Background: an optimization exercise with open tools, aiming at small area and a short achievable clock period. Do not read the settings as production practice. Only simulation tests tie the RTL to the original design; equivalence was not proved.

==> job 7394 <==
Design demapper, start of the top module:
module demapper #(
  parameter MAX_BITS = 5
)(
  input clk,
  input rst,                    
  input enable,                 
  input [15:0] x_real,
  input [15:0] x_imag,
  input [3:0]  coding_rate,
  output reg [MAX_BITS-1:0] bits,
  output reg valid_out
);
Settings: LEC_CHECK=0, CAP_MARGIN=20, CORE_MARGIN=2, CORE_UTILIZATION=40, CTS_BUF_LIST=sky130_fd_sc_hd__clkbuf_16, CTS_CLUSTER_DIAMETER=50, CTS_CLUSTER_SIZE=22, SLEW_MARGIN=20; clock period 85.0 ns.
standard.sh (not shown) runs the stock make flow with config.mk's settings and CLKGATE_MAP_FILE= SYNTH_SCRIPT=/design/flow/synth_recipe.tcl, a recipe that flattens the netlist after the stock synthesis.
==> flow/flow/run.sh <==
#!/bin/bash
# The standard layout, with plain buffers (buf_2) on the ports instead of the
# delay buffers buffer_ports picks by default. Everything else is the standard flow's own flow.
set -euo pipefail
bash standard.sh "BUFFER_PORTS_ARGS=-buffer_cell sky130_fd_sc_hd__buf_2" finish > standard_flow.log 2>&1
==> job 6603: changes against job 7394 <==
--- a/flow/config.mk
+++ b/flow/config.mk
@@ -8,7 +8,6 @@
 export CAP_MARGIN = 20
 export CORE_MARGIN = 2
-export CORE_UTILIZATION = 40
-export CTS_BUF_LIST = sky130_fd_sc_hd__clkbuf_16
-export CTS_CLUSTER_DIAMETER = 50
-export CTS_CLUSTER_SIZE = 22
+export CORE_UTILIZATION = 60
+export CTS_BUF_LIST = sky130_fd_sc_hd__clkbuf_4 sky130_fd_sc_hd__clkbuf_8
+export CTS_CLUSTER_SIZE = 20
 export SLEW_MARGIN = 20
==> run notes <==
| item | job 7394 | job 6603 |
|---|---|---|
| Run status | timing/DRC/antenna clean | timing/DRC/antenna clean |
| DIE AREA | 85800 µm² | 57600 µm² |
| Register-to-register setup slack | 68450 ps | 68560 ps |
| # clk buffers | 61 | 117 |
| Final design area excluding fillers | 37400 µm² | 36400 µm² |
| Final routed wirelength across all metal layers | 59200 µm | 62400 µm |
| Layout Cells excl Fill | 4059 | 3769 |
| Wire length of the first global-routing pass | 102000 µm | 106000 µm |
| Highest clock rate | 55.4 MHz | 55.3 MHz |
| Arrival time of data at the critical path endpoint | 1050 ps | 1080 ps |
| Vias post-DR | 19000 | 19500 |
| Initial antenna violation count | 0 | 1 |
| Total placed cells including tap cells | 3944 | 3619 |
| Core Region | 82400 µm² | 55100 µm² |
| Floorplan row count | 105 | 86 |
| Hold slack final | 291 ps | 291 ps |
| Filler cell count in the final layout | 7634 | 4337 |
| Total CTS buffers | 61 | 82 |
| Place WS | 67590 ps | 67590 ps |
| Grt met3 use | 2.70% | 3.56% |
| Met1 usage | 19.4% | 30.7% |
| Clock Network Area Fraction | 6.31% | 5.13% |
| Post-route clock skew | 60.4 ps | 69.8 ps |
| CTS H-tree lvls | 2 | 3 |

---

==> inputs of job 2273 <==
Another version of the RTL of demapper (not shown whole).
// demapper
module demapper #(
  parameter MAX_BITS = 5
)(
  input clk,
  input rst,                    
  input enable,                 
  input [15:0] x_real,
  input [15:0] x_imag,
  input [3:0]  coding_rate,
  output reg [MAX_BITS-1:0] bits,
  output reg valid_out
);
==> flow/config.mk <==
export PLATFORM = sky130hd
export DESIGN_NAME = demapper
export DESIGN_NICKNAME = demapper
export VERILOG_FILES = /design/flow/design.v
export SDC_FILE = /design/flow/constraint.sdc
export NUM_CORES = 4
export LEC_CHECK = 0
export CAP_MARGIN = 20
export CORE_MARGIN = 2
export CORE_UTILIZATION = 40
export CTS_BUF_LIST = sky130_fd_sc_hd__clkbuf_8
export CTS_CLUSTER_DIAMETER = 60
export CTS_CLUSTER_SIZE = 18
export SLEW_MARGIN = 20
==> flow/constraint.sdc <==
create_clock -name core_clock -period 85.0 [get_ports {clk}]
set_input_delay 17.0000 -clock core_clock [delete_from_list [all_inputs] [get_ports {clk}]]
set_output_delay 17.0000 -clock core_clock [all_outputs]
set_load 0.01 [all_outputs]
==> flow/flow/run.sh <==
#!/bin/bash
set -uo pipefail
ARGS="BUFFER_PORTS_ARGS=-buffer_cell sky130_fd_sc_hd__buf_2"
R=orfs/results/${FLOW_PLATFORM:-sky130hd}/demapper/base
bash standard.sh "$ARGS" synth > standard_synth.log 2>&1 || exit 1
cp $R/1_2_yosys.v netlist_standard.v
if python3 flow/fapol.py netlist_standard.v netlist_fapol.v > fapol.log 2>&1; then
  KEPLER=$(command -v kepler-formal || echo $FLOW_HOME/../tools/install/kepler-formal/bin/kepler-formal)
  LIB=$FLOW_HOME/platforms/sky130hd/lib/sky130_fd_sc_hd__tt_025C_1v80.lib
  mkdir -p kepler_run
  cat > kepler.yml <<EOT
format: verilog
input_paths:
  - $PWD/netlist_standard.v
  - $PWD/netlist_fapol.v
liberty_files:
  - $LIB
log_file: $PWD/kepler_detail.log
report_json: $PWD/kepler_report.json
verilog_design1_top: $FLOW_TOP
verilog_design2_top: $FLOW_TOP
EOT
  if (cd kepler_run && timeout 600 $KEPLER --config ../kepler.yml) > kepler.log 2>&1 \
     && grep -q "No difference was found." kepler.log \
     && grep -q "Verdict: EQUIVALENT" kepler.log; then
    echo "fapol netlist proven equivalent by kepler-formal; using it" >> fapol.log
    cp netlist_fapol.v $R/1_2_yosys.v
    touch $R/1_2_yosys.v
  else
    echo "fapol netlist not proven; keeping the standard netlist" >> fapol.log
  fi
fi
bash standard.sh "$ARGS" finish > standard_finish.log 2>&1 || exit 1
Other scripts of this flow, unchanged in this note and not shown: flow/flow/fapol.py
==> job 571 (differences from job 2273) <==
--- a/flow/design.v
+++ b/flow/design.v
@@ -123,48 +123,48 @@
   wire s_3 = y_3[23];
   wire [21:0] y4_0; wire y4_0_co;
   cadd #(.W(22)) u_y4_0 (.a(y_3[23:2]), .b({{3{x_3[23]}}, x_3[23:5]}), .m(~s_3), .ci(~s_3), .s(y4_0), .co(y4_0_co));
   wire [21:0] x4_0; wire x4_0_co;
   cadd #(.W(22)) u_x4_0 (.a(x_3[23:2]), .b({{3{y_3[23]}}, y_3[23:5]}), .m(s_3), .ci(s_3), .s(x4_0), .co(x4_0_co));
   wire [23:0] y_4 = {y4_0, 2'd0};
   wire [23:0] x_4 = {x4_0, 2'd0};
   wire s_4 = y_4[23];
-  wire [12:0] y5_0; wire y5_0_co;
-  cadd #(.W(13)) u_y5_0 (.a(y_4[12:0]), .b({x_4[16:4]}), .m(~s_4), .ci(~s_4), .s(y5_0), .co(y5_0_co));
-  wire [12:0] x5_0; wire x5_0_co;
-  cadd #(.W(13)) u_x5_0 (.a(x_4[12:0]), .b({y_4[16:4]}), .m(s_4), .ci(s_4), .s(x5_0), .co(x5_0_co));
-  reg [12:0] yl_c4;
-  always @(posedge clk) yl_c4 <= y5_0[12:0];
-  reg [12:0] xl_c4;
-  always @(posedge clk) xl_c4 <= x5_0[12:0];
+  wire [14:0] y5_0; wire y5_0_co;
+  cadd #(.W(15)) u_y5_0 (.a(y_4[14:0]), .b({x_4[18:4]}), .m(~s_4), .ci(~s_4), .s(y5_0), .co(y5_0_co));
+  wire [14:0] x5_0; wire x5_0_co;
+  cadd #(.W(15)) u_x5_0 (.a(x_4[14:0]), .b({y_4[18:4]}), .m(s_4), .ci(s_4), .s(x5_0), .co(x5_0_co));
+  reg [14:0] yl_c4;
+  always @(posedge clk) yl_c4 <= y5_0[14:0];
+  reg [14:0] xl_c4;
+  always @(posedge clk) xl_c4 <= x5_0[14:0];
   reg [0:0] cy_c4;
   always @(posedge clk) cy_c4 <= y5_0_co;
   reg [0:0] cx_c4;
   always @(posedge clk) cx_c4 <= x5_0_co;
-  reg [10:0] yh_c4;
-  always @(posedge clk) yh_c4 <= y_4[23:13];
-  reg [10:0] xh_c4;
-  always @(posedge clk) xh_c4 <= x_4[23:13];
-  wire [23:0] xi_c4 = {xh_c4, 13'd0};
-  wire [23:0] yi_c4 = {yh_c4, 13'd0};
+  reg [8:0] yh_c4;
+  always @(posedge clk) yh_c4 <= y_4[23:15];
+  reg [8:0] xh_c4;
+  always @(posedge clk) xh_c4 <= x_4[23:15];
+  wire [23:0] xi_c4 = {xh_c4, 15'd0};
+  wire [23:0] yi_c4 = {yh_c4, 15'd0};
   reg [0:0] s_c4;
   always @(posedge clk) s_c4 <= s_4;
   reg qx_c4;
   always @(posedge clk) qx_c4 <= qx_c2;
   reg ri_c4;
   always @(posedge clk) ri_c4 <= ri_c2;
   reg rm_c4;
   always @(posedge clk) rm_c4 <= rm_c2;
   reg [4:0] d_c4;
   always @(posedge clk) d_c4 <= {~s_4, ~s_3, ~s_c2[0], d_c2[1], d_c2[0]};
-  wire [10:0] y5_1; wire y5_1_co;
-  cadd #(.W(11)) u_y5_1 (.a(yi_c4[23:13]), .b({{4{xi_c4[23]}}, xi_c4[23:17]}), .m(~s_c4[0]), .ci(cy_c4[0]), .s(y5_1), .co(y5_1_co));
-  wire [10:0] x5_1; wire x5_1_co;
-  cadd #(.W(11)) u_x5_1 (.a(xi_c4[23:13]), .b({{4{yi_c4[23]}}, yi_c4[23:17]}), .m(s_c4[0]), .ci(cx_c4[0]), .s(x5_1), .co(x5_1_co));
+  wire [8:0] y5_1; wire y5_1_co;
+  cadd #(.W(9)) u_y5_1 (.a(yi_c4[23:15]), .b({{4{xi_c4[23]}}, xi_c4[23:19]}), .m(~s_c4[0]), .ci(cy_c4[0]), .s(y5_1), .co(y5_1_co));
+  wire [8:0] x5_1; wire x5_1_co;
+  cadd #(.W(9)) u_x5_1 (.a(xi_c4[23:15]), .b({{4{yi_c4[23]}}, yi_c4[23:19]}), .m(s_c4[0]), .ci(cx_c4[0]), .s(x5_1), .co(x5_1_co));
   wire [23:0] y_5 = {y5_1, yl_c4};
   wire [23:0] x_5 = {x5_1, xl_c4};
   wire s_5 = y_5[23];
   wire [23:0] y6_0; wire y6_0_co;
   cadd #(.W(24)) u_y6_0 (.a(y_5[23:0]), .b({{5{x_5[23]}}, x_5[23:5]}), .m(~s_5), .ci(~s_5), .s(y6_0), .co(y6_0_co));
   wire [23:0] x6_0; wire x6_0_co;
   cadd #(.W(24)) u_x6_0 (.a(x_5[23:0]), .b({{5{y_5[23]}}, y_5[23:5]}), .m(s_5), .ci(s_5), .s(x6_0), .co(x6_0_co));
   wire [23:0] y_6 = {y6_0};
@@ -312,48 +312,48 @@
   wire s_12 = y_12[23];
   wire [23:0] y13_0; wire y13_0_co;
   cadd #(.W(24)) u_y13_0 (.a(y_12[23:0]), .b({{12{x_12[23]}}, x_12[23:12]}), .m(~s_12), .ci(~s_12), .s(y13_0), .co(y13_0_co));
   wire [23:0] x13_0; wire x13_0_co;
   cadd #(.W(24)) u_x13_0 (.a(x_12[23:0]), .b({{12{y_12[23]}}, y_12[23:12]}), .m(s_12), .ci(s_12), .s(x13_0), .co(x13_0_co));
   wire [23:0] y_13 = {y13_0};
   wire [23:0] x_13 = {x13_0};
   wire s_13 = y_13[23];
-  wire [6:0] y14_0; wire y14_0_co;
-  cadd #(.W(7)) u_y14_0 (.a(y_13[6:0]), .b({x_13[19:13]}), .m(~s_13), .ci(~s_13), .s(y14_0), .co(y14_0_co));
-  wire [6:0] x14_0; wire x14_0_co;
-  cadd #(.W(7)) u_x14_0 (.a(x_13[6:0]), .b({y_13[19:13]}), .m(s_13), .ci(s_13), .s(x14_0), .co(x14_0_co));
-  reg [6:0] yl_c13;
-  always @(posedge clk) yl_c13 <= y14_0[6:0];
+  wire [7:0] y14_0; wire y14_0_co;
+  cadd #(.W(8)) u_y14_0 (.a(y_13[7:0]), .b({x_13[20:13]}), .m(~s_13), .ci(~s_13), .s(y14_0), .co(y14_0_co));
+  wire [7:0] x14_0; wire x14_0_co;
+  cadd #(.W(8)) u_x14_0 (.a(x_13[7:0]), .b({y_13[20:13]}), .m(s_13), .ci(s_13), .s(x14_0), .co(x14_0_co));
+  reg [7:0] yl_c13;
+  always @(posedge clk) yl_c13 <= y14_0[7:0];
   reg [0:0] cy_c13;
   always @(posedge clk) cy_c13 <= y14_0_co;
   reg [0:0] cx_c13;
   always @(posedge clk) cx_c13 <= x14_0_co;
-  reg [16:0] yh_c13;
-  always @(posedge clk) yh_c13 <= y_13[23:7];
-  reg [16:0] xh_c13;
-  always @(posedge clk) xh_c13 <= x_13[23:7];
-  wire [23:0] xi_c13 = {xh_c13, 7'd0};
-  wire [23:0] yi_c13 = {yh_c13, 7'd0};
+  reg [15:0] yh_c13;
+  always @(posedge clk) yh_c13 <= y_13[23:8];
+  reg [15:0] xh_c13;
+  always @(posedge clk) xh_c13 <= x_13[23:8];
+  wire [23:0] xi_c13 = {xh_c13, 8'd0};
+  wire [23:0] yi_c13 = {yh_c13, 8'd0};
   reg [0:0] s_c13;
   always @(posedge clk) s_c13 <= s_13;
   reg qx_c13;
   always @(posedge clk) qx_c13 <= qx_c11;
   reg ri_c13;
   always @(posedge clk) ri_c13 <= ri_c11;
   reg rm_c13;
   always @(posedge clk) rm_c13 <= rm_c11;
   reg [13:0] d_c13;
   always @(posedge clk) d_c13 <= {~s_13, ~s_12, ~s_c11[0], d_c11[10], d_c11[9], d_c11[8], d_c11[7], d_c11[6], d_c11[5], d_c11[4], d_c11[3], d_c11[2], d_c11[1], d_c11[0]};
-  wire [16:0] y14_1; wire y14_1_co;
-  cadd #(.W(17)) u_y14_1 (.a(yi_c13[23:7]), .b({{13{xi_c13[23]}}, xi_c13[23:20]}), .m(~s_c13[0]), .ci(cy_c13[0]), .s(y14_1), .co(y14_1_co));
-  wire [16:0] x14_1; wire x14_1_co;
-  cadd #(.W(17)) u_x14_1 (.a(xi_c13[23:7]), .b({{13{yi_c13[23]}}, yi_c13[23:20]}), .m(s_c13[0]), .ci(cx_c13[0]), .s(x14_1), .co(x14_1_co));
+  wire [15:0] y14_1; wire y14_1_co;
+  cadd #(.W(16)) u_y14_1 (.a(yi_c13[23:8]), .b({{13{xi_c13[23]}}, xi_c13[23:21]}), .m(~s_c13[0]), .ci(cy_c13[0]), .s(y14_1), .co(y14_1_co));
+  wire [15:0] x14_1; wire x14_1_co;
+  cadd #(.W(16)) u_x14_1 (.a(xi_c13[23:8]), .b({{13{yi_c13[23]}}, yi_c13[23:21]}), .m(s_c13[0]), .ci(cx_c13[0]), .s(x14_1), .co(x14_1_co));
   wire [23:0] y_14 = {y14_1, yl_c13};
-  wire [23:0] x_14 = {x14_1, 7'd0};
+  wire [23:0] x_14 = {x14_1, 8'd0};
   wire s_14 = y_14[23];
   wire [23:0] y15_0; wire y15_0_co;
   cadd #(.W(24)) u_y15_0 (.a(y_14[23:0]), .b({{14{x_14[23]}}, x_14[23:14]}), .m(~s_14), .ci(~s_14), .s(y15_0), .co(y15_0_co));
   wire [23:0] y_15 = {y15_0};
   wire s_15 = y_15[23];
   wire [15:0] dv = {~s_15, ~s_14, ~s_c13[0], d_c13[12], d_c13[11], d_c13[10], d_c13[9], d_c13[8], d_c13[7], d_c13[6], d_c13[5], d_c13[4], d_c13[3], d_c13[2], d_c13[1], d_c13[0]};
   reg [19:0] rom;
   always @(*) begin
- CORE_UTILIZATION: 40 -> 55
==> summary of the runs <==
Job 571 finished clean. Job 2273 finished clean. In job 2273 the critical path depth is higher than in job 571, by 54. Between job 2273 and job 571, the lower final cell count is in job 571 (gap about 9%, measured against job 571). In job 571 the wire length is larger than in job 2273, by about 1.4%. In job 571 the die area is smaller than in job 2273, by about 27%. Between job 571 and job 2273, the lower global-route usage is in job 2273 (gap 5.9 points).
==> figures <==
metric                                                                              job 571                    job 2273
Num tapcells                                                                            696                         969
Effective utilization at floorplan                                                    55.4%                       40.2%
Fraction of standard cell area in multi-input logic                                   61.5%                       61.0%
Number of sinks handled by clock tree synthesis                                         465                         466
HPWL after detailed placement                                                      45300 um                    45300 um
Final standard cell count with taps included and fillers excluded                      3101                        3374
Worst setup startpoint                                                            valid_out                       s_c13
Status                                                                       finished clean              finished clean
Relative area of non-clock buffer cells in the final design                           1.21%                       1.16%
Number of antenna violations at the first check in global routing                         2                           0
FF-to-FF End                                                                      yl_c4[14]                     bits[4]
Slowest stage cell, crit path                                      sky130_fd_sc_hd__dfxtp_1  sky130_fd_sc_hd__a2111oi_0
DRT met1 WL                                                                        24200 um                    24200 um

## static timing again, ports no longer ideal
How much do the figures lean on ideal ports? The routed layouts below were timed once more, with nothing changed but the port constraints.
Step 1 assumes that a clkbuf_16 drives the clock port and a buf_2 every other input.
Step 2 moves the port delays by t, midway between the first and last clock arrival at a register: inputs arrive t later, outputs are due t later. That takes back most of the time a late clock gives input paths.
Three values: no drivers, after step 1, after step 2; two values: the first two.
run | t, ns | slack for setup (ns) | cell pins on the clock port's net
job 7394 | 0.678 | 66.946 / 66.885 / 67.564 | 1
job 6603 | 0.718 | 66.920 / 66.861 / 67.579 | 1
job 2273 | 0.676 | 66.873 / 66.835 / 66.873 | 1
job 571 | 0.705 | 66.908 / 66.858 / 67.235 | 1
After both steps setup and hold are still met in every run listed.
